Background: an optimization exercise with open tools, aiming at small area. Do not read the settings as production practice.
Function was checked by simulation only, so behaviour that the tests miss may differ from the original.
Power is estimated from default activity; no workload was simulated.

`flow/design.v`:
```
module simpleuart #(
	parameter [31:0] DEFAULT_DIV = 104  
) (
	input clk,
	input resetn,
	output ser_tx,
	input  ser_rx,
	input   [3:0] reg_div_we,
	input  [31:0] reg_div_di,
	output [31:0] reg_div_do,
	input         reg_dat_we,
	input         reg_dat_re,
	input  [31:0] reg_dat_di,
	output [31:0] reg_dat_do,
	output        reg_dat_valid,
	output        reg_dat_busy,
	output        reg_dat_wait
);
	reg [31:0] cfg_divider;
	reg [3:0] recv_state;
	reg [31:0] recv_divcnt;
	reg [7:0] recv_pattern;
	reg [7:0] recv_buf_data;
	reg recv_buf_valid;
	reg [9:0] send_pattern;
	reg [3:0] send_bitcnt;
	reg [31:0] send_divcnt;
	reg send_dummy;
	assign reg_div_do = cfg_divider;
	assign reg_dat_wait = reg_dat_we && (send_bitcnt || send_dummy);
	assign reg_dat_do = recv_buf_valid ? recv_buf_data : ~0;
	assign reg_dat_busy = send_bitcnt || send_dummy;
        assign reg_dat_valid = recv_buf_valid;
	always @(posedge clk) begin
		if (!resetn) begin
			cfg_divider <= DEFAULT_DIV;
		end else begin
			if (reg_div_we[0]) cfg_divider[ 7: 0] <= reg_div_di[ 7: 0];
			if (reg_div_we[1]) cfg_divider[15: 8] <= reg_div_di[15: 8];
			if (reg_div_we[2]) cfg_divider[23:16] <= reg_div_di[23:16];
			if (reg_div_we[3]) cfg_divider[31:24] <= reg_div_di[31:24];
		end
	end
	always @(posedge clk) begin
		if (!resetn) begin
			recv_state <= 0;
			recv_divcnt <= 0;
			recv_pattern <= 0;
			recv_buf_data <= 0;
			recv_buf_valid <= 0;
		end else begin
			recv_divcnt <= recv_divcnt + 1;
			if (reg_dat_re)
				recv_buf_valid <= 0;
			case (recv_state)
				0: begin
					if (!ser_rx)
						recv_state <= 1;
					recv_divcnt <= 0;
				end
				1: begin
					if (2*recv_divcnt > cfg_divider) begin
						recv_state <= 2;
						recv_divcnt <= 0;
					end
				end
				10: begin
					if (recv_divcnt > cfg_divider) begin
						recv_buf_data <= recv_pattern;
						recv_buf_valid <= 1;
						recv_state <= 0;
					end
				end
				default: begin
					if (recv_divcnt > cfg_divider) begin
						recv_pattern <= {ser_rx, recv_pattern[7:1]};
						recv_state <= recv_state + 1;
						recv_divcnt <= 0;
					end
				end
			endcase
		end
	end
	assign ser_tx = send_pattern[0];
	always @(posedge clk) begin
		if (reg_div_we)
			send_dummy <= 1;
		send_divcnt <= send_divcnt + 1;
		if (!resetn) begin
			send_pattern <= ~0;
			send_bitcnt <= 0;
			send_divcnt <= 0;
			send_dummy <= 1;
		end else begin
			if (send_dummy && !send_bitcnt) begin
				send_pattern <= ~0;
				send_bitcnt <= 15;
				send_divcnt <= 0;
				send_dummy <= 0;
			end else
			if (reg_dat_we && !send_bitcnt) begin
				send_pattern <= {1'b1, reg_dat_di[7:0], 1'b0};
				send_bitcnt <= 10;
				send_divcnt <= 0;
			end else
			if (send_divcnt > cfg_divider && send_bitcnt) begin
				send_pattern <= {1'b1, send_pattern[9:1]};
				send_bitcnt <= send_bitcnt - 1;
				send_divcnt <= 0;
			end
		end
	end
endmodule
module dtm #(
	parameter [31:0] DEFAULT_DIV = 1  
) (
	output ser_tx,
	input  ser_rx,
        output reg        dmi_valid,
        input             dmi_ready,
        output reg        dmi_write,
        output reg [ 6:0] dmi_addr,
        output reg [31:0] dmi_wdata,
        input      [31:0] dmi_rdata,
	input resetn,
	input clk
);
        wire uart_tx_busy;
        reg  uart_tx_vld;
        wire uart_rx_rdy;
        reg  [31:0] uart_tx_data;
        wire [31:0] uart_rx_data;
        parameter MAGIC_NUMBER = 8'h5A;
        parameter STATE_IDLE       = 0;
        parameter STATE_MAGICNUM   = 1;
        parameter STATE_ADDR       = 2;
        parameter STATE_DATA_BYTE0 = 3;
        parameter STATE_DATA_BYTE1 = 4;
        parameter STATE_DATA_BYTE2 = 5;
        parameter STATE_DATA_BYTE3 = 6;
        parameter STATE_CHECKSUM   = 7;
        wire dmi_match = dmi_valid && dmi_ready;
        reg [3:0] rx_state;
        reg [7:0] rx_checksum;
        always @(posedge clk) begin
                if (!resetn) begin
                        dmi_write <= 0;
                        dmi_addr  <= 0;
                        dmi_wdata <= 0;
                        dmi_valid <= 0;
                        rx_state  <= STATE_IDLE;
                end else if (dmi_match) begin
                        dmi_valid <= 0;
                end else if (uart_rx_rdy) begin
                        rx_checksum <= rx_checksum ^ uart_rx_data[7:0];
                        case(rx_state)
                                STATE_IDLE: begin
                                        rx_checksum <= 0;
                                        if(uart_rx_data[7:0] == MAGIC_NUMBER)
                                                rx_state <= STATE_ADDR;
                                end
                                STATE_ADDR: begin
                                        dmi_write <= uart_rx_data[7];
                                        dmi_addr  <= uart_rx_data[6:0];
                                        rx_state  <= STATE_DATA_BYTE0;
                                end
                                STATE_DATA_BYTE0: begin
                                        dmi_wdata[7:0] <= uart_rx_data[7:0];
                                        rx_state       <= STATE_DATA_BYTE1;
                                end
                                STATE_DATA_BYTE1: begin
                                        dmi_wdata[15:8] <= uart_rx_data[7:0];
                                        rx_state        <= STATE_DATA_BYTE2;
                                end
                                STATE_DATA_BYTE2: begin
                                        dmi_wdata[23:16] <= uart_rx_data[7:0];
                                        rx_state         <= STATE_DATA_BYTE3;
                                end
                                STATE_DATA_BYTE3: begin
                                        dmi_wdata[31:24] <= uart_rx_data[7:0];
                                        rx_state         <= STATE_CHECKSUM;
                                end
                                STATE_CHECKSUM: begin
                                        rx_state <= STATE_IDLE;
                                        if(rx_checksum == uart_rx_data[7:0])
                                                dmi_valid <= 1;
                                end
                        endcase
                end
        end
        reg [3:0] tx_state;
        reg [7:0] tx_checksum;
        always @(posedge clk) begin
                if (!resetn) begin
                        tx_state <= STATE_IDLE;
                        uart_tx_vld  <= 0;
                        uart_tx_data <= 0;
                        tx_checksum  <= 0;
                end else begin
                        uart_tx_vld  <= 0;
                        case(tx_state)
                                STATE_IDLE: begin
                                        if(dmi_match && !dmi_write) begin
                                                tx_state     <= STATE_MAGICNUM;
                                                uart_tx_vld  <= 1;
                                                uart_tx_data <= MAGIC_NUMBER;
                                                tx_checksum  <= 0;
                                        end
                                end
                                STATE_MAGICNUM: begin
                                        if(~uart_tx_vld && ~uart_tx_busy) begin
                                                tx_state     <= STATE_ADDR;
                                                uart_tx_vld  <= 1;
                                                uart_tx_data <= {dmi_write, dmi_addr};
                                                tx_checksum  <= tx_checksum ^ {dmi_write, dmi_addr};
                                        end
                                end
                                STATE_ADDR: begin
                                        if(~uart_tx_vld && ~uart_tx_busy) begin
                                                tx_state     <= STATE_DATA_BYTE0;
                                                uart_tx_vld  <= 1;
                                                uart_tx_data <= dmi_rdata[7:0];
                                                tx_checksum  <= tx_checksum ^ dmi_rdata[7:0];
                                        end
                                end
                                STATE_DATA_BYTE0: begin
                                        if(~uart_tx_vld && ~uart_tx_busy) begin
                                                tx_state     <= STATE_DATA_BYTE1;
                                                uart_tx_vld  <= 1;
                                                uart_tx_data <= dmi_rdata[15:8];
                                                tx_checksum  <= tx_checksum ^ dmi_rdata[15:8];
                                        end
                                end
                                STATE_DATA_BYTE1: begin
                                        if(~uart_tx_vld && ~uart_tx_busy) begin
                                                tx_state     <= STATE_DATA_BYTE2;
                                                uart_tx_vld  <= 1;
                                                uart_tx_data <= dmi_rdata[23:16];
                                                tx_checksum  <= tx_checksum ^ dmi_rdata[23:16];
                                        end
                                end
                                STATE_DATA_BYTE2: begin
                                        if(~uart_tx_vld && ~uart_tx_busy) begin
                                                tx_state     <= STATE_DATA_BYTE3;
                                                uart_tx_vld  <= 1;
                                                uart_tx_data <= dmi_rdata[31:24];
                                                tx_checksum  <= tx_checksum ^ dmi_rdata[31:24];
                                        end
                                end
                                STATE_DATA_BYTE3: begin
                                        if(~uart_tx_vld && ~uart_tx_busy) begin
                                                tx_state     <= STATE_CHECKSUM;
                                                uart_tx_vld  <= 1;
                                                uart_tx_data <= tx_checksum;
                                        end
                                end
                                STATE_CHECKSUM: begin
                                        if(~uart_tx_vld && ~uart_tx_busy) begin
                                                tx_state <= STATE_IDLE;
                                        end
                                end
                        endcase
                end
        end
	simpleuart #(
                .DEFAULT_DIV(DEFAULT_DIV)
        ) simpleuart (
		.clk         (clk),
		.resetn      (resetn),
		.ser_tx      (ser_tx),
		.ser_rx      (ser_rx),
		.reg_div_we  (4'h0),
		.reg_div_di  (32'h0),
		.reg_div_do  (),
		.reg_dat_we  (uart_tx_vld),
		.reg_dat_re  (uart_rx_rdy),
		.reg_dat_di  (uart_tx_data),
		.reg_dat_do  (uart_rx_data),
	        .reg_dat_valid(uart_rx_rdy),
	        .reg_dat_busy(uart_tx_busy),
		.reg_dat_wait()
	);
endmodule
module dm_rom #(
        parameter ROM_SIZE = 'h0
) (
        input  [11:0] fix_reg,
        input  [ 1:0] fix_size,
        input  [ 9:0] addr,
        output [31:0] rdata
);
        assign rdata = rom[addr[9:2]];
        reg  [ 7:0] rom_file [0:ROM_SIZE-1];
        wire [31:0] rom      [0:ROM_SIZE/4-1];
        initial begin
                $readmemh("dm_rom.hex", rom_file);
        end
        genvar gvi;
        generate
                for (gvi = 0; gvi < ROM_SIZE; gvi = gvi + 4) begin
                        case(gvi)
                                'h0d0 :    assign rom[gvi/4] = (fix_size<<12)|(fix_reg<< 7) | {rom_file[gvi+3],rom_file[gvi+2],rom_file[gvi+1],rom_file[gvi+0]};
                                'h0e0 :    assign rom[gvi/4] = (fix_size<<12)|(fix_reg<<20) | {rom_file[gvi+3],rom_file[gvi+2],rom_file[gvi+1],rom_file[gvi+0]};
                                'h0f4     :    assign rom[gvi/4] = (fix_reg<<20) | {rom_file[gvi+3],rom_file[gvi+2],rom_file[gvi+1],rom_file[gvi+0]};
                                'h104     :    assign rom[gvi/4] = (fix_reg<<20) | {rom_file[gvi+3],rom_file[gvi+2],rom_file[gvi+1],rom_file[gvi+0]};
                                'h0f0    :    assign rom[gvi/4] = (fix_size<<12) | {rom_file[gvi+3],rom_file[gvi+2],rom_file[gvi+1],rom_file[gvi+0]};
                                'h108    :    assign rom[gvi/4] = (fix_size<<12) | {rom_file[gvi+3],rom_file[gvi+2],rom_file[gvi+1],rom_file[gvi+0]};
                                'h128    :    assign rom[gvi/4] = (fix_size<<12) | {rom_file[gvi+3],rom_file[gvi+2],rom_file[gvi+1],rom_file[gvi+0]};
                                'h144    :    assign rom[gvi/4] = (fix_size<<12) | {rom_file[gvi+3],rom_file[gvi+2],rom_file[gvi+1],rom_file[gvi+0]};
                                default:                      assign rom[gvi/4] =                  {rom_file[gvi+3],rom_file[gvi+2],rom_file[gvi+1],rom_file[gvi+0]};
                        endcase
                end
        endgenerate
endmodule
module dm #(
	parameter NUM_HART = 1
) (
        output            interrupt,
        output reg        ndmreset,
        input             dmi_valid,
        output reg        dmi_ready,
        input             dmi_write,
        input [ 8:2]      dmi_addr,
        input [31:0]      dmi_wdata,
        output reg [31:0] dmi_rdata,
	input             bus_valid,
	output reg        bus_ready,
	input             bus_write,
	input   [19:0]    bus_addr,
	input   [31:0]    bus_wdata,
	output reg [31:0] bus_rdata,
	input resetn,
	input clk
);
        localparam ROM_SIZE = 'h164;
        localparam DMREG_SIZE = 'h41;
parameter BUS_ADDR_CORE_HALT      =  'h400;
parameter BUS_ADDR_CORE_RESUME    =  'h404;
parameter BUS_ADDR_CORE_EXCEPTION =  'h408;
parameter BUS_ADDR_DM_REQUEST     =  'h420;
parameter BUS_ADDR_DATA0     =  'h440;
parameter BUS_ADDR_DATA1     =  'h444;
parameter DMI_ADDR_DATA0          = 7'h04;
parameter DMI_ADDR_DATA1          = 7'h05;
parameter DMI_ADDR_DMCONTROL      = 7'h10;
parameter DMI_ADDR_DMSTATUS       = 7'h11;
parameter DMI_ADDR_ABSTRACTCS     = 7'h16;
parameter DMI_ADDR_COMMAND        = 7'h17;
parameter HARTSEL_MSB  = 19;
parameter HARTSEL_LSB  =  0;
parameter DMREG_MSB  = 31;
parameter DMREG_LSB  =  0;
parameter HALTREQ_MSB          = 31;
parameter HALTREQ_LSB          = 31;
parameter RESUMEREQ_MSB        = 30;
parameter RESUMEREQ_LSB        = 30;
parameter HARTRESET_MSB        = 29;
parameter HARTRESET_LSB        = 29;
parameter ACKHAVERESET_MSB     = 28;
parameter ACKHAVERESET_LSB     = 28;
parameter HASEL_MSB            = 26;
parameter HASEL_LSB            = 26;
parameter HARTSELLO_MSB        = 25;
parameter HARTSELLO_LSB        = 16;
parameter HARTSELHI_MSB        = 15;
parameter HARTSELHI_LSB        =  6;
parameter SETRESETHALTREQ_MSB  =  3;
parameter SETRESETHALTREQ_LSB  =  3;
parameter CLRRESETHALTREQ_MSB  =  2;
parameter CLRRESETHALTREQ_LSB  =  2;
parameter NDMRESET_MSB         =  1;
parameter NDMRESET_LSB         =  1;
parameter DMACTIVE_MSB         =  0;
parameter DMACTIVE_LSB         =  0;
parameter IMPEBREAK_MSB          = 22;
parameter IMPEBREAK_LSB          = 22;
parameter ALLHAVERESET_MSB       = 19;
parameter ALLHAVERESET_LSB       = 19;
parameter ANYHAVERESET_MSB       = 18;
parameter ANYHAVERESET_LSB       = 18;
parameter ALLRESUMEACK_MSB       = 17;
parameter ALLRESUMEACK_LSB       = 17;
parameter ANYRESUMEACK_MSB       = 16;
parameter ANYRESUMEACK_LSB       = 16;
parameter ALLNONEEXISTENT_MSB    = 15;
parameter ALLNONEEXISTENT_LSB    = 15;
parameter ANYNONEEXISTENT_MSB    = 14;
parameter ANYNONEEXISTENT_LSB    = 14;
parameter ALLUNAVAIL_MSB         = 13;
parameter ALLUNAVAIL_LSB         = 13;
parameter ANYUNAVAIL_MSB         = 12;
parameter ANYUNAVAIL_LSB         = 12;
parameter ALLRUNNING_MSB         = 11;
parameter ALLRUNNING_LSB         = 11;
parameter ANYRUNNING_MSB         = 10;
parameter ANYRUNNING_LSB         = 10;
parameter ALLHALTED_MSB          =  9;
parameter ALLHALTED_LSB          =  9;
parameter ANYHALTED_MSB          =  8;
parameter ANYHALTED_LSB          =  8;
parameter AUTHENTICATED_MSB      =  7;
parameter AUTHENTICATED_LSB      =  7;
parameter AUTHBUSY_MSB           =  6;
parameter AUTHBUSY_LSB           =  6;
parameter HASRESETHALTREQ_MSB    =  5;
parameter HASRESETHALTREQ_LSB    =  5;
parameter CONFSTRPTRVALID_MSB    =  4;
parameter CONFSTRPTRVALID_LSB    =  4;
parameter VERSION_MSB            =  3;
parameter VERSION_LSB            =  0;
parameter VERSION_NOPRESENT  = 4'h0;
parameter VERSION_011        = 4'h1;
parameter VERSION_013        = 4'h2;
parameter VERSION_NOTCONFORM = 4'hf;
parameter PROGBUFSIZE_MSB  = 28;
parameter PROGBUFSIZE_LSB  = 24;
parameter BUSY_MSB         = 12;
parameter BUSY_LSB         = 12;
parameter CMDERR_MSB       = 10;
parameter CMDERR_LSB       =  8;
parameter DATACOUNT_MSB    =  3;
parameter DATACOUNT_LSB    =  0;
parameter CMDERR_NONE           = 3'h0;
parameter CMDERR_BUSY           = 3'h1;
parameter CMDERR_NOTSUPPORTED   = 3'h2;
parameter CMDERR_EXCEPTION      = 3'h3;
parameter CMDERR_HALTRESUME     = 3'h4;
parameter CMDERR_BUS            = 3'h5;
parameter CMDERR_OTHER          = 3'h7;
parameter CMDTYPE_MSB           = 31;
parameter CMDTYPE_LSB           = 24;
parameter AARSIZE_MSB           = 22;
parameter AARSIZE_LSB           = 20;
parameter AARPOSTINCREMENT_MSB  = 19;
parameter AARPOSTINCREMENT_LSB  = 19;
parameter POSTEXEC_MSB          = 18;
parameter POSTEXEC_LSB          = 18;
parameter TRANSFER_MSB          = 17;
parameter TRANSFER_LSB          = 17;
parameter WRITE_MSB             = 16;
parameter WRITE_LSB             = 16;
parameter REGNO_MSB             = 15;
parameter REGNO_LSB             =  0;
parameter AAMVIRTUAL_MSB        = 23;
parameter AAMVIRTUAL_LSB        = 23;
parameter AAMSIZE_MSB           = 22;
parameter AAMSIZE_LSB           = 20;
parameter AAMPOSTINCREMENT_MSB  = 19;
parameter AAMPOSTINCREMENT_LSB  = 19;
parameter TARGETSPECIFIC_MSB    = 15;
parameter TARGETSPECIFIC_LSB    = 14;
parameter CMDTYPE_ACCESSREG   = 8'h0;
parameter CMDTYPE_QUICKACCESS = 8'h1;
parameter CMDTYPE_ACCESSMEM   = 8'h2;
parameter AARSIZE_32BITS      = 3'h2;
parameter AARSIZE_64BITS      = 3'h3;
parameter AARSIZE_128BITS     = 3'h4;
parameter REGNO_CSR_BASE      = 16'h0000;
parameter REGNO_GPR_BASE      = 16'h1000;
parameter REGNO_FPR_BASE      = 16'h1020;
parameter AAMVIRTUAL_PHYSICAL = 1'h0;
parameter AAMVIRTUAL_VIRTUAL  = 1'h1;
parameter AAMSIZE_8BITS       = 3'h0;
parameter AAMSIZE_16BITS      = 3'h1;
parameter AAMSIZE_32BITS      = 3'h2;
parameter AAMSIZE_64BITS      = 3'h3;
parameter AAMSIZE_128BITS     = 3'h4;
parameter REQUEST_VALID_MSB  = 31;
parameter REQUEST_VALID_LSB  = 31;
parameter REQUEST_NUMBER_MSB = 25;
parameter REQUEST_NUMBER_LSB = 20;
parameter REQUEST_NUMBER_RESUME  =  0;
parameter REQUEST_NUMBER_SET_GPR =  1;
parameter REQUEST_NUMBER_GET_GPR =  2;
parameter REQUEST_NUMBER_SET_CSR =  3;
parameter REQUEST_NUMBER_GET_CSR =  4;
parameter REQUEST_NUMBER_SET_MEM =  5;
parameter REQUEST_NUMBER_GET_MEM =  6;
parameter CSR_DPC = 12'h7B1;
parameter GPR_S0  = 5'h8;
parameter GPR_S1  = 5'h9;
        integer i;
        assign interrupt = haltreq;
        wire [BUSY_MSB:BUSY_LSB] busy = |dm_request[REQUEST_NUMBER_MSB:REQUEST_NUMBER_LSB];
        wire dmi_match = dmi_valid && dmi_ready;
        wire bus_match = bus_valid && bus_ready;
        always @(posedge clk) begin
                if(!resetn) begin
                        dmi_ready <= 0;
                end else if (dmi_match) begin
                        dmi_ready <= 0;
                end else if (dmi_valid) begin
                        dmi_ready <= 1;
                end
        end
        always @(posedge clk) begin
                if(!resetn) begin
                        bus_ready <= 0;
                end else if (bus_match) begin
                        bus_ready <= 0;
                end else if (bus_valid) begin
                        bus_ready <= 1;
                end
        end
        wire [DMREG_MSB:DMREG_LSB] dm_rom_rdata;
        reg  [11:0] fix_reg;
        reg  [ 1:0] fix_size;
        reg  [11:0] fix_reg_nx;
        reg  [11:0] fix_reg_gpr;
        reg  [11:0] fix_reg_csr;
        dm_rom #(
                .ROM_SIZE(ROM_SIZE)
        ) dm_rom (
                .fix_reg(fix_reg),
                .fix_size(fix_size),
                .addr(bus_addr[9:0]),
                .rdata(dm_rom_rdata)
        );
        always @(posedge clk) begin
                if(!resetn) begin
                        bus_rdata <= 0;
                end else if (bus_valid && !bus_write) begin
                        if(bus_addr < ROM_SIZE) begin
                                bus_rdata <= dm_rom_rdata;
                        end else begin
                                case(bus_addr)
                                BUS_ADDR_DM_REQUEST: bus_rdata <= dm_request;
                                BUS_ADDR_DATA0:      bus_rdata <= data0;
                                BUS_ADDR_DATA1:      bus_rdata <= data1;
                                endcase
                        end
                end
        end
        reg [DMREG_MSB:DMREG_LSB] dm_register [0:DMREG_SIZE-1];
        always @* begin
                for (i=0; i<DMREG_SIZE; i=i+1) begin
                        dm_register[i] = 32'h0;
                end
                dm_register[DMI_ADDR_DATA0] = data0;
                dm_register[DMI_ADDR_DATA1] = data1;
                dm_register[DMI_ADDR_DMCONTROL][HALTREQ_MSB:HALTREQ_LSB]   =  haltreq;
                dm_register[DMI_ADDR_DMCONTROL][NDMRESET_MSB:NDMRESET_LSB]  =  ndmreset;
                dm_register[DMI_ADDR_DMCONTROL][DMACTIVE_MSB:DMACTIVE_LSB]  =  dmactive;
                dm_register[DMI_ADDR_DMSTATUS][ALLHAVERESET_MSB:ALLHAVERESET_LSB] = hart_havereset;
                dm_register[DMI_ADDR_DMSTATUS][ANYHAVERESET_MSB:ANYHAVERESET_LSB] = hart_havereset;
                dm_register[DMI_ADDR_DMSTATUS][ALLRESUMEACK_MSB:ALLRESUMEACK_LSB] = hart_resumeack_sel;
                dm_register[DMI_ADDR_DMSTATUS][ANYRESUMEACK_MSB:ANYRESUMEACK_LSB] = hart_resumeack_sel;
                dm_register[DMI_ADDR_DMSTATUS][ALLRUNNING_MSB:ALLRUNNING_LSB] = ~hart_halt_sel;
                dm_register[DMI_ADDR_DMSTATUS][ANYRUNNING_MSB:ANYRUNNING_LSB] = ~hart_halt_sel;
                dm_register[DMI_ADDR_DMSTATUS][ALLHALTED_MSB:ALLHALTED_LSB]  =  hart_halt_sel;
                dm_register[DMI_ADDR_DMSTATUS][ANYHALTED_MSB:ANYHALTED_LSB]  =  hart_halt_sel;
                dm_register[DMI_ADDR_DMSTATUS][AUTHENTICATED_MSB:AUTHENTICATED_LSB]  = 1'h1;
                dm_register[DMI_ADDR_DMSTATUS][VERSION_MSB:VERSION_LSB]        = VERSION_013;
                dm_register[DMI_ADDR_ABSTRACTCS][BUSY_MSB:BUSY_LSB]     =  busy;
                dm_register[DMI_ADDR_ABSTRACTCS][CMDERR_MSB:CMDERR_LSB]   =  cmderr;
                dm_register[DMI_ADDR_ABSTRACTCS][DATACOUNT_MSB:DATACOUNT_LSB]=  4'h2;
        end
        always @(posedge clk) begin
                if(!resetn) begin
                        dmi_rdata <= 0;
                end else if (dmi_valid && ~dmi_write) begin
                        dmi_rdata <= (dmi_addr < DMREG_SIZE) ? dm_register[dmi_addr] : 32'h0;
                end
        end
        wire [HARTSEL_MSB:HARTSEL_LSB] dmi_wdata_hartsel = {dmi_wdata[HARTSELHI_MSB:HARTSELHI_LSB],dmi_wdata[HARTSELLO_MSB:HARTSELLO_LSB]};
        reg [HARTSEL_MSB:HARTSEL_LSB]  hartsel;
        reg [HALTREQ_MSB:HALTREQ_LSB]  haltreq;
        reg [DMACTIVE_MSB:DMACTIVE_LSB] dmactive;
        reg [CMDERR_MSB:CMDERR_LSB]   cmderr;
        reg [DMREG_MSB:DMREG_LSB] data0;
        reg [DMREG_MSB:DMREG_LSB] data1;
        always @(posedge clk) begin
                if(!resetn) begin
                        cmderr <= CMDERR_NONE;
                end else if(bus_match_write(BUS_ADDR_CORE_EXCEPTION)) begin
                        cmderr <= CMDERR_EXCEPTION;
                end else if(dmi_match_write(DMI_ADDR_ABSTRACTCS) && (&dmi_wdata[CMDERR_MSB:CMDERR_LSB])) begin
                        cmderr <= CMDERR_NONE;
                end
        end
        always @(posedge clk) begin
                if(!resetn) begin
                        ndmreset <= 1'h0;
                end else if(dmi_match_write(DMI_ADDR_DMCONTROL)) begin
                        ndmreset <= dmi_wdata[NDMRESET_MSB:NDMRESET_LSB];
                end
                if(!resetn) begin
                        dmactive <= 1'h0;
                end else if(dmi_match_write(DMI_ADDR_DMCONTROL)) begin
                        dmactive <= dmi_wdata[DMACTIVE_MSB:DMACTIVE_LSB];
                end
        end
        always @(posedge clk) begin
                if(!resetn || !dmactive) begin
                        haltreq <= 1'h0;
                end else if(dmi_match_write(DMI_ADDR_DMCONTROL)) begin
                        haltreq <= dmi_wdata[HALTREQ_MSB:HALTREQ_LSB];
                end
        end
        always @(posedge clk) begin
                if(!resetn || !dmactive) begin
                        hartsel <= 20'h0;
                end else if(dmi_match_write(DMI_ADDR_DMCONTROL)) begin
                        hartsel <= dmi_wdata_hartsel;
                end
        end
        always @(posedge clk) begin
                if(!resetn) begin
                        data0 <= 32'h0;
                end else if(dmi_match_write(DMI_ADDR_DATA0)) begin
                        data0 <= dmi_wdata;
                end else if (bus_match_write(BUS_ADDR_DATA0))begin
                        data0 <= bus_wdata;
                end
        end
        always @(posedge clk) begin
                if(!resetn) begin
                        data1 <= 32'h0;
                end else if(dmi_match_write(DMI_ADDR_DATA1)) begin
                        data1 <= dmi_wdata;
                end else if (bus_match_write(BUS_ADDR_DATA1))begin
                        data1 <= bus_wdata;
                end else if (bus_match_write(BUS_ADDR_DM_REQUEST) && aampostincrement) begin
                        data1 <= data1 + (1'h1 <<fix_size);
                end
        end
        reg hart_havereset;
        reg [NUM_HART-1:0] hart_resumeack;
        reg [NUM_HART-1:0] hart_halt;
        wire hart_resumeack_sel = (hartsel < NUM_HART) ? hart_resumeack[hartsel] : 1'b0;
        wire hart_halt_sel      = (hartsel < NUM_HART) ? hart_halt[hartsel]      : 1'b0;
        reg [DMREG_MSB:DMREG_LSB] dm_request;
        reg [AAMPOSTINCREMENT_MSB:AAMPOSTINCREMENT_LSB] aampostincrement;
        always @(posedge clk) begin
                if(!resetn) begin
                        hart_resumeack <= 0;
                end else if(dmi_match_write(DMI_ADDR_DMCONTROL) && dmi_wdata[RESUMEREQ_MSB:RESUMEREQ_LSB]) begin
                        if (dmi_wdata_hartsel < NUM_HART) hart_resumeack[dmi_wdata_hartsel] <= 1'h0;
                end else if(bus_match_write(BUS_ADDR_CORE_RESUME)) begin
                        if (bus_wdata < NUM_HART) hart_resumeack[bus_wdata] <= 1'h1;
                end
        end
        always @(posedge clk) begin
                if(!resetn) begin
                        hart_havereset <= 1'h0;
                end else if(dmi_match_write(DMI_ADDR_DMCONTROL) && dmi_wdata[ACKHAVERESET_MSB:ACKHAVERESET_LSB]) begin
                        hart_havereset <= 1'h0;
                end else if (ndmreset)begin
                        hart_havereset <= 1'h1;
                end
        end
        always @(posedge clk) begin
                if(!resetn) begin
                        hart_halt <= 0;
                end else if (bus_match_write(BUS_ADDR_CORE_HALT))begin
                        if (bus_wdata < NUM_HART) hart_halt[bus_wdata] <= 1;
                end else if (bus_match_write(BUS_ADDR_CORE_RESUME))begin
                        if (bus_wdata < NUM_HART) hart_halt[bus_wdata] <= 0;
                end
        end
        reg [DMREG_MSB:DMREG_LSB] dm_request_reg;
        reg [DMREG_MSB:DMREG_LSB] dm_request_gpr;
        reg [DMREG_MSB:DMREG_LSB] dm_request_csr;
        reg [DMREG_MSB:DMREG_LSB] dm_request_mem;
        always @* begin
                if(dmi_wdata[REGNO_MSB:REGNO_LSB]==REGNO_GPR_BASE+GPR_S0) begin
                        fix_reg_gpr  = 'h7b2;
                        if(dmi_wdata[WRITE_MSB:WRITE_LSB])  dm_request_gpr = dm_request_next(REQUEST_NUMBER_SET_CSR);
                        else                         dm_request_gpr = dm_request_next(REQUEST_NUMBER_GET_CSR);
                end else if(dmi_wdata[REGNO_MSB:REGNO_LSB]==REGNO_GPR_BASE+GPR_S1) begin
                        fix_reg_gpr  = 'h7b3;
                        if(dmi_wdata[WRITE_MSB:WRITE_LSB])  dm_request_gpr = dm_request_next(REQUEST_NUMBER_SET_CSR);
                        else                         dm_request_gpr = dm_request_next(REQUEST_NUMBER_GET_CSR);
                end else begin
                        fix_reg_gpr  = dmi_wdata[4:0];
                        if(dmi_wdata[WRITE_MSB:WRITE_LSB])  dm_request_gpr = dm_request_next(REQUEST_NUMBER_SET_GPR);
                        else                         dm_request_gpr = dm_request_next(REQUEST_NUMBER_GET_GPR);
                end
        end
        always @* begin
                fix_reg_csr  = dmi_wdata[11:0];
                if(dmi_wdata[WRITE_MSB:WRITE_LSB])  dm_request_csr = dm_request_next(REQUEST_NUMBER_SET_CSR);
                else                         dm_request_csr = dm_request_next(REQUEST_NUMBER_GET_CSR);
        end
        always @* begin
                if(dmi_wdata[WRITE_MSB:WRITE_LSB])  dm_request_mem = dm_request_next(REQUEST_NUMBER_SET_MEM);
                else                         dm_request_mem = dm_request_next(REQUEST_NUMBER_GET_MEM);
        end
        always @* begin
                fix_reg_nx   = 'b0;
                dm_request_reg  = 32'h0;
                if(dmi_wdata[TRANSFER_MSB:TRANSFER_LSB]) begin
                        if(REGNO_FPR_BASE <= dmi_wdata[REGNO_MSB:REGNO_LSB]) begin
                        end else if(REGNO_GPR_BASE <= dmi_wdata[REGNO_MSB:REGNO_LSB]) begin
                                fix_reg_nx     = fix_reg_gpr;
                                dm_request_reg = dm_request_gpr;
                        end else begin
                                fix_reg_nx     = fix_reg_csr;
                                dm_request_reg = dm_request_csr;
                        end
                end
        end
        always @(posedge clk) begin
                if(!resetn) begin
                        dm_request <= 0;
                        fix_reg    <= 0;
                        fix_size   <= 0;
                        aampostincrement <= 1'h0;
                end else if(dmi_match_write(DMI_ADDR_DMCONTROL) && dmi_wdata[RESUMEREQ_MSB:RESUMEREQ_LSB]) begin
                        dm_request <= dm_request_next(REQUEST_NUMBER_RESUME);
                end else if(dmi_match_write(DMI_ADDR_COMMAND) && (cmderr==CMDERR_NONE)) begin
                        fix_size  <= dmi_wdata[21:20];
                        case(dmi_wdata[CMDTYPE_MSB:CMDTYPE_LSB])
                                CMDTYPE_ACCESSREG: begin
                                        fix_reg    <= fix_reg_nx;
                                        dm_request <= dm_request_reg;
                                end
                                CMDTYPE_QUICKACCESS:begin
                                end
                                CMDTYPE_ACCESSMEM:begin
                                        dm_request <= dm_request_mem;
                                        aampostincrement <=  dmi_wdata[AAMPOSTINCREMENT_MSB:AAMPOSTINCREMENT_LSB];
                                end
                        endcase
                end else if (bus_match_write(BUS_ADDR_DM_REQUEST)||bus_match_write(BUS_ADDR_CORE_EXCEPTION)) begin
                        dm_request <= 32'h0;
                        aampostincrement <= 1'h0;
                end
        end
        function [DMREG_MSB:DMREG_LSB] dm_request_next;
                input [REQUEST_NUMBER_MSB:REQUEST_NUMBER_LSB] number;
                begin
                        dm_request_next = 32'h0;
                        dm_request_next[REQUEST_VALID_MSB:REQUEST_VALID_LSB]  = 1'h1;
                        dm_request_next[REQUEST_NUMBER_MSB:REQUEST_NUMBER_LSB] = number;
                        dm_request_next[HARTSEL_MSB:HARTSEL_LSB]        = hartsel;
                end
        endfunction
        function dmi_match_write;
                input [8:2] addr;
                begin
                        dmi_match_write = dmi_match && dmi_write && dmi_addr==addr;
                end
        endfunction
        function bus_match_write;
                input [19:0] addr;
                begin
                        bus_match_write = bus_match && bus_write && bus_addr==addr;
                end
        endfunction
endmodule
module debug_system (
        input         clk,
        input         resetn,
        input         ser_rx,
        output        ser_tx,
        output        interrupt,
        output        ndmreset,
        input         bus_valid,
        output        bus_ready,
        input         bus_write,
        input  [19:0] bus_addr,
        input  [31:0] bus_wdata,
        output [31:0] bus_rdata
);
        wire        dmi_valid;
        wire        dmi_ready;
        wire        dmi_write;
        wire [ 6:0] dmi_addr;
        wire [31:0] dmi_wdata;
        wire [31:0] dmi_rdata;
        dtm #(
                .DEFAULT_DIV(8)
        ) dtm (
                .ser_tx    (ser_tx),
                .ser_rx    (ser_rx),
                .dmi_valid (dmi_valid),
                .dmi_ready (dmi_ready),
                .dmi_write (dmi_write),
                .dmi_addr  (dmi_addr),
                .dmi_wdata (dmi_wdata),
                .dmi_rdata (dmi_rdata),
                .resetn    (resetn),
                .clk       (clk)
        );
        dm #(
                .NUM_HART(1)
        ) dm (
                .interrupt (interrupt),
                .ndmreset  (ndmreset),
                .dmi_valid (dmi_valid),
                .dmi_ready (dmi_ready),
                .dmi_write (dmi_write),
                .dmi_addr  (dmi_addr),
                .dmi_wdata (dmi_wdata),
                .dmi_rdata (dmi_rdata),
                .bus_valid (bus_valid),
                .bus_ready (bus_ready),
                .bus_write (bus_write),
                .bus_addr  (bus_addr),
                .bus_wdata (bus_wdata),
                .bus_rdata (bus_rdata),
                .resetn    (resetn),
                .clk       (clk)
        );
endmodule
```
`flow/dm_rom.hex`:
```
@00000000
6F 00 80 01 6F 00 40 00 17 04 00 00 13 04 04 40
23 20 04 00 6F 00 C0 00 73 10 24 7B 73 90 34 7B
17 04 00 00 13 04 04 3E F3 24 40 F1 23 20 94 00
17 04 00 00 13 04 04 3F 03 24 04 00 E3 5A 04 FE
B7 04 10 00 93 84 F4 FF 33 74 94 00 F3 24 40 F1
E3 10 94 FE 17 04 00 00 13 04 C4 3C 03 24 04 00
13 54 44 01 13 74 F4 03 63 0C 04 02 93 04 10 00
63 0C 94 04 93 04 20 00 63 00 94 06 93 04 30 00
63 04 94 06 93 04 40 00 63 0A 94 06 93 04 50 00
63 00 94 08 93 04 60 00 63 0C 94 08 6F 00 00 00
F3 24 40 F1 17 04 00 00 13 04 04 36 23 20 94 00
17 04 00 00 13 04 04 37 23 20 94 00 73 24 20 7B
F3 24 30 7B 73 00 20 7B 17 04 00 00 13 04 84 37
03 00 04 00 6F 00 C0 07 17 04 00 00 13 04 84 36
23 00 04 00 6F 00 C0 06 17 04 00 00 13 04 84 35
83 04 04 00 73 90 04 00 6F 00 80 05 17 04 00 00
13 04 44 34 F3 24 00 00 23 00 94 00 6F 00 40 04
17 04 00 00 13 04 04 33 97 04 00 00 93 84 C4 32
03 24 04 00 83 A4 04 00 23 80 84 00 6F 00 40 02
17 04 00 00 13 04 04 31 97 04 00 00 93 84 C4 30
83 A4 04 00 83 84 04 00 23 20 94 00 6F 00 40 00
17 04 00 00 13 04 04 2D 23 20 04 00 6F F0 5F ED
6F 00 00 00
```
`flow/run.sh`:
```
#!/bin/bash
# synth_recipe.tcl (not shown) runs the flow's synth.tcl, then flattens the netlist and writes it again
# the make line also repeats each setting of config.mk as NAME=value (left out here)
make -C /OpenROAD-flow-scripts/flow DESIGN_CONFIG=/design/flow/config.mk WORK_HOME=/design/flow/orfs CLKGATE_MAP_FILE= SYNTH_SCRIPT=/design/flow/synth_recipe.tcl finish
```
`flow/config.mk`:
```
export PLATFORM = sky130hd
export DESIGN_NAME = debug_system
export DESIGN_NICKNAME = debug_system
export VERILOG_FILES = /design/flow/design.v
export SDC_FILE = /design/flow/constraint.sdc
export NUM_CORES = 4
export LEC_CHECK = 0
export CAP_MARGIN = 20
export CORE_MARGIN = 2
export CORE_UTILIZATION = 40
export SLEW_MARGIN = 20
```
`flow/constraint.sdc`:
```
create_clock -name core_clock -period 8.0 [get_ports {clk}]
set_input_delay 1.6000 -clock core_clock [delete_from_list [all_inputs] [get_ports {clk}]]
set_output_delay 1.6000 -clock core_clock [all_outputs]
set_load 0.01 [all_outputs]
```
==> summary.txt <==
## layout make-up
type                            instances  area share [%]
Sequential cell                       367            32.5
Timing Repair Buffer                  129            5.22
Inverter                               44           0.745
Multi-Input combinational cell       1905            51.4
Clock inverter                         14           0.860
Tap cell                              672            3.68
Clock buffer                           62            5.60
## tightest hold or removal path, cell delays in order, from the launching register on
cell	delay, ns
dfxtp_1	0.31
nand3_1	0.06
nand2_1	0.04
## metal layers
metal	vias to the layer above	wire length, um
met3	173	7640
met1	9605	33500
met2	942	33400
met4	0	2940
met5	-	0
li1	9130	-
## cell usage after synthesis, drive strengths merged (9+ instances only)
cell type / count
nand2: 233
nor4: 50
a211oi: 65
inv: 42
buf: 62
a22o: 41
xor2: 55
and4: 11
and2: 17
nand3b: 15
and3: 21
a31oi: 22
o21ai: 139
a21o: 14
o2111ai: 9
a221oi: 20
nand3: 81
nor2: 313
a21oi: 207
mux2i: 99
a222oi: 9
or3: 27
nand2b: 34
o211ai: 25
nor3: 52
xnor2: 45
nor3b: 15
nand4: 37
clkbuf: 130
a22oi: 61
nor2b: 21
dfxtp: 359
ha: 20
## per-stage QoR
| step | hold slack, ns | utilization, % |
|---|---|---|
| after floorplan | 0.429 | - |
| after global placement | 0.445 | 42.8 |
| after detailed placement | 0.445 | 42.8 |
| after CTS | 0.454 | 45.8 |
| after global routing | 0.466 | 45.8 |
| final | 0.452 | 45.8 |
## worst max-delay path by stage
stage / to / from / cells after the start
2_1_floorplan: dm.dm_request[0] / bus_addr[16] / 8
3_3_place_gp: dm.data1[24] / bus_addr[6] / 8
3_5_place_dp: dm.data1[24] / bus_addr[6] / 8
4_1_cts: dm.data1[5] / bus_addr[6] / 8
5_1_grt: dm.data1[24] / bus_addr[6] / 8
6_report: dm.data1[5] / bus_addr[6] / 8
## report_power, final
part	total (uW)	switching (uW)	internal (uW)
combinational	431	295	136
clock	2050	809	1240
sequential	1900	33.3	1870
## cell families (layout without fill, tap and decap cells)
| family | after synthesis | count (layout) | synth area share (%) |
|---|---|---|---|
| xor+xnor | 100 | 100 | 4.35 |
| simple gates | 965 | 965 | 23.7 |
| buf+inv | 236 | 249 | 5.00 |
| mux | 101 | 101 | 5.04 |
| fa+ha+maj | 21 | 21 | 1.34 |
| compound gates | 718 | 718 | 23.7 |
| flops | 367 | 367 | 36.9 |
==> out/qor.csv <==
stage;metric;value;unit
timing;final.period_utilization;66.6;%
clock_tree;clock_latency;0.59;ns
timing;tightestPinTransition;1.11;ns
cells_and_area;antenna_cells;0;
clock_tree;cts.hold.buffers_added;0;
worst_setup_path;crit_chain;clkdlybuf4s50_1, buf_4, nor3b_1, nand2_1, nor3_2, or3_1, o211ai_1, a21oi_1;
power;power_density;192;nW/um^2
timing;fin_ws;2.67;ns
clock_tree;cts_setup_buffers;0;
placed_design;placed_cells;3116;
placed_design;gp_congestion;1.03;
clock_tree;numCtsBuffers;42;
global_routing;overflow;0;
placed_design;place_ws;2.26;ns
cells_and_area;drive_gt1_share;6.11;%
worst_setup_path;crit_fanout;24;
timing;slew_headroom;25.8;%
synth;ys_ff_latch;367;
worst_setup_path;critPathCaptureType;flop;
detailed_routing;drt_iter0_drc;2365;
cells_and_area;stdcell_count;3193;
global_routing;gr-usage-met2;43.5;%
placed_design;dpl-instance-area;21300;sq um
clock_tree;cts-resized-gates;0;
cells_and_area;nNetsFinal;2567;
worst_setup_path;slowest_delay;0.83;ns
timing;fin_skew;0.0192;ns
clock_tree;clkSinkCount;367;
timing;drv_slew;0;
min_path;hold-path-cell-count;2;
die;num_rows;82;
detailed_routing;vias_per_cell;6.22;
detailed_routing;routed_wl;77.5;mm
power;ir_drop;0.000128;V
synth;synth_area;20100;sq um
synth;yosysSeqAreaShare;36.9;%
clock_tree;cts_max_level;2;
worst_setup_path;cp-start-kind;input port;
worst_setup_path;rrSetupSlack;4.56;ns
worst_setup_path;cp_top_family;simple AND/OR/NAND/NOR gates;
worst_setup_path;timing.rr.start;dm.fix_size[1];
synth;synth-edff-count;8;
cells_and_area;mostFrequentLayoutCell;dfxtp_1;
cells_and_area;nFillCells;5032;
die;core_area;49900;sq um
die;ios;93;
detailed_routing;wl_per_cell;24.3;um
cells_and_area;final_cell_mix;dfxtp_1 (359), nor2_1 (308), nand2_1 (233);
detailed_routing;drt_pass1_iterations;7;
global_routing;met1_usage;40.0;%
global_routing;grt_first_pass_wirelength;116;mm
timing;rsz0062_at_grt;no;
flow_run;drv_cap;0;
timing;finalHoldViolCount;0;
worst_setup_path;r2r_cells;11;
min_path;hp-class;reg2reg;
worst_setup_path;criticalPathCategory;in2reg;
worst_setup_path;path_buf_inv;2;
detailed_routing;antenna_left;0;
global_routing;busiest_layer;met2;
die;die_w;228;um
synth;synth_nets;2586;
worst_setup_path;critPathRequiredTime;8.51;ns
synth;async_reset_ff_share;0;%
cells_and_area;syn_to_final_growth;13.5;%
synth;yosys_warnings;5;
power;power;4380;uW
global_routing;antenna_found_initial;0;
synth;yosys.area.top_type_share;35.7;%
cells_and_area;fin_area;22800;sq um
die;die-area;52100;sq um
global_routing;met3_usage;6.64;%
timing;period_minus_slack;5.33;ns
global_routing;grt_max_degree;67;
power;static-leakage-power;0.00797;uW
detailed_routing;vias;19900;
worst_setup_path;cp_slowest_cell;nor3b_1;
cells_and_area;multi_input_comb_area;11700;sq um
die;die_h;228;um
timing;setup-violations-final;0;
cells_and_area;register_area;7430;sq um
synth;avgSynthCellArea;8.02;sq um
timing;fmax;0.188;GHz
min_path;min_from;dm.bus_rdata[20];
detailed_routing;drcViolationCount;0;
synth;synth_area_leaders;dfxtp_1 (36%), nor2_1 (5.8%), a21oi_1 (5.1%);
die;start_util;40.4;%
synth;synthCells;2508;
synth;ys_types;94;
clock_tree;cts_tree;yes;
clock_tree;cts_root_buffer;clkbuf_16;
global_routing;grt_pass1_vias;18600;
synth;yosys_most_used_dff;dfxtp_1;
timing;fin_tns_setup;0;ns
synth;yosysTopAreaCell;dfxtp_1;
clock_tree;clk_path_buf_depth;3;
placed_design;hpwlAfterDp;56.0;mm
worst_setup_path;regToRegEndpoint;dm.data1[26];
clock_tree;path_clk_slew;0.06;ns
worst_setup_path;cp.arrival;5.84;ns
status;status;finished clean;
global_routing;gr-usage-all-layers;28.8;%
min_path;hold_path_end;dm.bus_rdata[20];
placed_design;portBuffers;92;

-- what the ideal ports hide --
How much do the figures lean on ideal ports? The routed layout below was timed once more, with nothing changed but the port constraints.
Step 1 (the two cells are an assumption about what drives the block):
set clk [get_ports {clk}]
set_driving_cell -lib_cell sky130_fd_sc_hd__clkbuf_16 $clk
set_driving_cell -lib_cell sky130_fd_sc_hd__buf_2 [delete_from_list [all_inputs] $clk]
Step 2, shift: input delay + t, output delay - t, t = (earliest + latest rising clock arrival at the registers) / 2. This alone moves slack from input paths to output paths.
a / b / c = ideal ports / drivers / drivers and shift; a / b = the first two.
shift t [ns]: 0.639
setup WS [ns]: 2.674 / 2.708 / 2.070
worst setup path at the end: input to register
After both steps setup and hold are still met in this run. The setup slack of this run moves by +0.034 ns with the drivers and by -0.604 ns with both steps.
